From an optimization exercise on the open Yosys and OpenROAD flow, aimed at small area; shortcuts taken in it are not production practice. Function was checked by simulation only, so behaviour that the tests miss may differ from the original. Power figures rest on the tool's default switching activity, not on a simulated workload.

run 1:
==> flow/design.v (excerpt) <==
module busBridge3
  (i_CLK,
   i_rst,
   i_dataRx,
   i_strobeRx,
   o_dataTx,
   i_strobeTx,
   i_strobeSync,
   o_busAddr,
   o_busData,
   i_busData,
   o_busWe,
   o_busRe,
   i_busAck  
   );
clock: 5.0 ns
lec_check: 0
cap_margin: 20
core_margin: 2
core_utilization: 65
slew_margin: 20
standard.sh (not shown) runs the stock make flow with config.mk's settings and CLKGATE_MAP_FILE= SYNTH_SCRIPT=/design/flow/synth_recipe.tcl, a recipe that flattens the netlist after the stock synthesis.
==> flow/flow/run.sh <==
#!/bin/bash
# Own layout flow:
#  1. the standard synthesis, unchanged (standard.sh synth).
#  2. flow/resyn.sh re-maps the combinational logic of that netlist with several ABC scripts;
#     every flip-flop instance is kept as it is, with its name and cell type.
#  3. the standard layout steps on the smallest candidate netlist, except that the ports
#     are buffered with sky130_fd_sc_hd__buf_1 and CTS uses clkbuf_4/clkbuf_8 and no dummy
#     loads. If that layout misses timing, the next candidate is laid out instead, ending
#     with the standard synthesis's netlist itself.
# Each tool's output goes to a log file of its own in this folder.
set -euo pipefail
R=orfs/results/sky130hd/busBridge3/base
bash standard.sh synth > synth.log 2>&1
cp $R/1_2_yosys.v 1_2_yosys.standard.v
bash flow/resyn.sh 1_2_yosys.standard.v > resyn.log 2>&1
mv orfs orfs_synth
n=0
for C in $(cat resyn_cands.txt); do
  n=$((n + 1))
  rm -rf orfs
  cp -a orfs_synth orfs
  cp $C $R/1_2_yosys.v
  rm -f $R/1_synth.odb $R/1_synth.sdc
  echo "try $n: $C" >> tries.log
  if bash standard.sh synth > synth_odb_$n.log 2>&1 &&
     bash standard.sh \
       "BUFFER_PORTS_ARGS=-buffer_cell sky130_fd_sc_hd__buf_1" \
       "CTS_ARGS=-sink_clustering_enable -repair_clock_nets -dont_use_dummy_load -buf_list {sky130_fd_sc_hd__clkbuf_4 sky130_fd_sc_hd__clkbuf_8}" \
       finish > layout_$n.log 2>&1 &&
     python3 -c "
import json, sys
ws = json.load(open('orfs/logs/sky130hd/busBridge3/base/6_report.json'))['finish__timing__setup__ws']
print('setup ws', ws)
sys.exit(0 if ws >= 0.05 else 1)" >> tries.log; then
    echo "kept try $n" >> tries.log
    exit 0
  fi
  mv orfs orfs_try$n
done
echo "no candidate met timing" >> tries.log
exit 1
Other scripts of this flow, unchanged in this note and not shown: flow/flow/abc.constr, flow/flow/abc1.script, flow/flow/abc2.script, flow/flow/abc3.script, flow/flow/abc4.script, flow/flow/abc5.script, flow/flow/abc6.script, flow/flow/abc7.script, flow/flow/abc8.script, flow/flow/abc9.script, flow/flow/keeptop.py, flow/flow/pick.py, flow/flow/resyn.sh
Run 1 finished every stage and its layout cleared the timing, DRC and antenna checks.
Edits applied to the flow inputs when going from run 1 to run 2:
Settings: changing CORE_UTILIZATION from 65 to 40.
diff --git a/flow/flow/run.sh b/flow/flow/run.sh
--- a/flow/flow/run.sh
+++ b/flow/flow/run.sh
@@ -27,3 +27,3 @@
        "BUFFER_PORTS_ARGS=-buffer_cell sky130_fd_sc_hd__buf_1" \
-       "CTS_ARGS=-sink_clustering_enable -repair_clock_nets -dont_use_dummy_load -buf_list {sky130_fd_sc_hd__clkbuf_4 sky130_fd_sc_hd__clkbuf_8}" \
+       "CTS_ARGS=-repair_clock_nets -dont_use_dummy_load -buf_list {sky130_fd_sc_hd__clkbuf_4 sky130_fd_sc_hd__clkbuf_8}" \
        finish > layout_$n.log 2>&1 &&
## What came out
Leakage component of the power: run 2 vs run 1 — no meaningful difference. Internal reg-to-reg setup slack: run 2 vs run 1 up 70 ps. Going from run 1 to run 2, standard-cell row count rose 11, sequential fraction of total cell area fell 0.68 points. Max setup slack across run 2 and run 1: run 2.
[inputs] run 3 vs run 2
Settings: GPL_TIMING_DRIVEN: unset -> 0.
diff --git a/flow/flow/run.sh b/flow/flow/run.sh
--- a/flow/flow/run.sh
+++ b/flow/flow/run.sh
@@ -27,3 +27,3 @@
        "BUFFER_PORTS_ARGS=-buffer_cell sky130_fd_sc_hd__buf_1" \
-       "CTS_ARGS=-repair_clock_nets -dont_use_dummy_load -buf_list {sky130_fd_sc_hd__clkbuf_4 sky130_fd_sc_hd__clkbuf_8}" \
+       "CTS_ARGS=-sink_clustering_enable -repair_clock_nets -dont_use_dummy_load -buf_list {sky130_fd_sc_hd__clkbuf_4 sky130_fd_sc_hd__clkbuf_8}" \
        finish > layout_$n.log 2>&1 &&
==> comparison <==
As far as die width goes, run 3 and run 2 are indistinguishable; the numbers are identical.
For the share of the clock period used by the worst path after layout, run 3 came in 3.6 points higher than run 2 did.
Run 3 vs run 2: count of TritonRoute iterations in the first routing pass down in run 3
Between run 2 and run 3, the flow reports final cell count decreasing slightly.
The growth of design area from synthesis to finish reported for run 3 is greater than that of run 2 by 0.28 points.
Of run 2 and run 3, the run reporting the lower met2 capacity usage during global routing was run 3.
The higher power per cell area came out of run 2.
Going from run 2 to run 3, utilization essentially unchanged; slack of the critical path decreased 180 ps.
Input changes introduced in run 4 (baseline for comparison: run 3):
Settings: CAP_MARGIN changed from 20 to 0; SLEW_MARGIN changed from 20 to 0; GPL_TIMING_DRIVEN removed (was 0).
Results
Run 4 | status: complete | timing, DRC, antenna: pass. Number of non-filler instances in the completed layout: run 4 > run 3. Compared with run 3, run 4 shows a lower multi-input gate area in the final layout. Status: worst-case hold slack parity (run 3, run 4). Run 4 vs run 3: number of global-route vias before repair up. For run 3, the cell at the slowest stage of the critical path was sky130_fd_sc_hd__or4_1, unlike run 4, where it was sky130_fd_sc_hd__dfxtp_1. As far as maximum number of buffers from clock root to sink goes, run 3 and run 4 are indistinguishable; the numbers are identical. Relative to run 3, the share of cell area taken by multi-input logic gates of run 4 is lower by 0.22 points. Changes observed in run 4 relative to run 3: sequential share of layout area now sits at about the same level; total design power now sits higher. Run 4 vs. run 3: power share of the combinational group comparable, fmax went up by 4.1%, first-pass GRT wire length rose about 2.2%.
## Diff of input files: run 5 against run 4
Settings: a change of CAP_MARGIN from 0 to 20; a change of SLEW_MARGIN from 0 to 20.
### Flow results
Status | run 4 and run 5 | clean
The highest clock frequency the design can meet on run 5 is in line with that on run 4.
Going from run 4 to run 5, switching fraction of total power neither gained nor lost much, total power per unit cell area neither gained nor lost much.

[static timing again, ports no longer ideal]
The results above use ideal ports. As a check the final layouts listed here were re-extracted and re-timed, cells and wires unchanged. Step 1 sets driving cells, clkbuf_16 on the clock port and buf_2 on the other inputs (assumed; they add their load-dependent delay and slew). Step 2 moves the port delays by t, midway between the first and last clock arrival at a register: inputs arrive t later, outputs are due t later. That takes back most of the time a late clock gives input paths. a / b / c = no drivers / after step 1 / after step 2; a / b = the first two.
run	t (ns)	setup slack, ns	worst hold slack (ns)
run 1	0.491	0.508 / 0.508 / 0.028	0.450 / 0.450 / 0.450
run 2	0.491	0.579 / 0.579 / 0.092	0.446 / 0.446 / 0.446
run 3	0.483	0.398 / 0.413 / -0.070	0.447 / 0.447 / 0.447
run 4	0.491	0.579 / 0.579 / 0.092	0.446 / 0.446 / 0.446
run 5	0.491	0.579 / 0.579 / 0.092	0.446 / 0.446 / 0.446
Met with ideal ports but missed after step 2: setup timing in run 3.
